This design comes from an exercise in tuning for small area on the open sky130 flow, not from production work. Function was checked by simulation only, so behaviour that the tests miss may differ from the original. Power figures rest on the tool's default switching activity, not on a simulated workload.

Design instruction_cache, start of the top module:
module instruction_cache (
		input  wire        clock,
		input  wire        reset,
		output wire [31:0] memory_address,
		output wire        memory_read,
		input  wire [63:0] memory_readdata,
		input  wire        memory_waitrequest,
		output wire [3:0]  memory_burstcount,
		input  wire        memory_readdatavalid,
		input  wire [31:0] core_inst_address,
		output wire [31:0] core_instruction,
		output wire        core_waitrequest,
		input  wire        core_read,
		output wire        core_inst_valid
	);
Size: roughly 9200 flip-flops, about 170 I/O pins, roughly 250000 µm² of cells after synthesis.
export LEC_CHECK = 0
export CAP_MARGIN = 20
export CORE_MARGIN = 2
export CORE_UTILIZATION = 74
export CTS_CLUSTER_DIAMETER = 70
export CTS_CLUSTER_SIZE = 28
export SLEW_MARGIN = 30
export SYNTH_HIERARCHICAL = 1
export SYNTH_MEMORY_MAX_BITS = 16384
create_clock -name core_clock -period 15.0 [get_ports {clock}]
standard.sh (not shown) runs the stock make flow with config.mk's settings and CLKGATE_MAP_FILE= SYNTH_SCRIPT=/design/flow/synth_recipe.tcl, a recipe that flattens the netlist after the stock synthesis.
==> flow/flow/run.sh <==
#!/bin/bash
# Layout flow: the standard flow (standard.sh, unchanged synthesis and
# every other step) with two settings passed to ORFS through the
# environment:
#  - the clock tree is built without dummy loads (same clustering as
#    config.mk's CTS_CLUSTER_SIZE / CTS_CLUSTER_DIAMETER);
#  - the input and output ports are buffered with buf_1 cells.
# standard.sh's full output goes to standard.log in the work folder.
set -o pipefail
export CTS_ARGS="-sink_clustering_enable -repair_clock_nets -sink_clustering_size 28 -sink_clustering_max_diameter 70 -dont_use_dummy_load"
export BUFFER_PORTS_ARGS="-buffer_cell sky130_fd_sc_hd__buf_1"
bash standard.sh > standard.log 2>&1
The baseline completed with no timing, DRC or antenna violations.
==> next run, changes <==
--- a/flow/config.mk
+++ b/flow/config.mk
@@ -10 +10 @@
-export CORE_UTILIZATION = 74
+export CORE_UTILIZATION = 70
Maximum frequency barely changes; die area climbs by 5.7%; worst setup slack stays flat; cell area barely changes; synthesized cell count stays the same.
==> next run, changes <==
--- a/flow/flow/run.sh
+++ b/flow/flow/run.sh
@@ -10 +10 @@
-export CTS_ARGS="-sink_clustering_enable -repair_clock_nets -sink_clustering_size 28 -sink_clustering_max_diameter 70 -dont_use_dummy_load"
+export CTS_ARGS="-sink_clustering_enable -repair_clock_nets -sink_clustering_size 26 -sink_clustering_max_diameter 75 -dont_use_dummy_load"
--- a/flow/config.mk
+++ b/flow/config.mk
@@ -11,2 +11,2 @@
-export CTS_CLUSTER_DIAMETER = 70
-export CTS_CLUSTER_SIZE = 28
+export CTS_CLUSTER_DIAMETER = 75
+export CTS_CLUSTER_SIZE = 26
Global-route usage climbs by 0.14 points. Total power climbs slightly. Cell area hardly moves. Sequential share of layout area hardly moves.


alpha:
instruction_cache, a different RTL version from the one above (not shown whole).
For scale: roughly 16000 cells after synthesis, roughly 170 I/O pins, ~240000 µm² of cells after synthesis.
Settings: LEC_CHECK=0, CAP_MARGIN=20, CORE_MARGIN=2, CORE_UTILIZATION=70, CTS_CLUSTER_DIAMETER=80, CTS_CLUSTER_SIZE=24, SLEW_MARGIN=35, SYNTH_HIERARCHICAL=1, SYNTH_MEMORY_MAX_BITS=16384; clock period 15.0 ns.
run.sh (not shown) runs the stock make flow with config.mk's settings and CLKGATE_MAP_FILE= SYNTH_SCRIPT=/design/flow/synth_recipe.tcl, a recipe that flattens the netlist after the stock synthesis.
Stock flow here: none of the scripts above is used.
alpha | status: complete | timing, DRC, antenna: pass
The following lists how beta was set up differently from alpha:
--- a/flow/config.mk
+++ b/flow/config.mk
@@ -10,5 +10,5 @@
 export CORE_UTILIZATION = 70
-export CTS_CLUSTER_DIAMETER = 80
-export CTS_CLUSTER_SIZE = 24
-export SLEW_MARGIN = 35
+export CTS_CLUSTER_DIAMETER = 70
+export CTS_CLUSTER_SIZE = 28
+export SLEW_MARGIN = 20
 export SYNTH_HIERARCHICAL = 1
[summary]
- Completing all stages was not enough for beta: its layout failed the final checks because of slew limit.
- When the final numbers for alpha and beta were put side by side, the met1 wire length turned out to be smaller in beta.
- Number of violations of the max-capacitance limit: alpha vs beta identical
- beta vs. alpha: flip-flop and latch share of the layout cell area increased 0.33 points, non-clock buffer count decreased 4.6%, total length of routed wires essentially unchanged, least setup slack across all paths after layout decreased 67 ps.
- Per the comparison of beta with alpha, aggregate global-route resource usage neither gained nor lost much, maximum net fanout on the critical path lost 1.

[static timing again, ports no longer ideal]
How much do the figures lean on ideal ports? The routed layouts below were timed once more, with nothing changed but the port constraints. Step 1 assumes that a clkbuf_16 drives the clock port and a buf_2 every other input. Step 2 adds t to the input delays and takes it off the output delays; t is the mean of the earliest and latest rising clock arrival at the registers after step 1. Input paths then give back, and output paths get back, about the clock's delay inside the block. Three values: no drivers, after step 1, after step 2; two values: the first two.
run	shift t [ns]	slack for setup (ns)	latest minus earliest clock arrival (ns)	pins driven straight from the clock port
the first run of note 1	1.124	2.039 / 2.019 / 2.019	0.092 / 0.092	1
the second run of note 1	1.122	2.042 / 2.016 / 2.016	0.072 / 0.071	1
the third run of note 1	1.143	2.009 / 1.983 / 1.983	0.087 / 0.088	1
alpha	1.161	2.660 / 2.639 / 2.639	0.078 / 0.077	1
beta	1.155	2.594 / 2.571 / 2.571	0.055 / 0.054	1
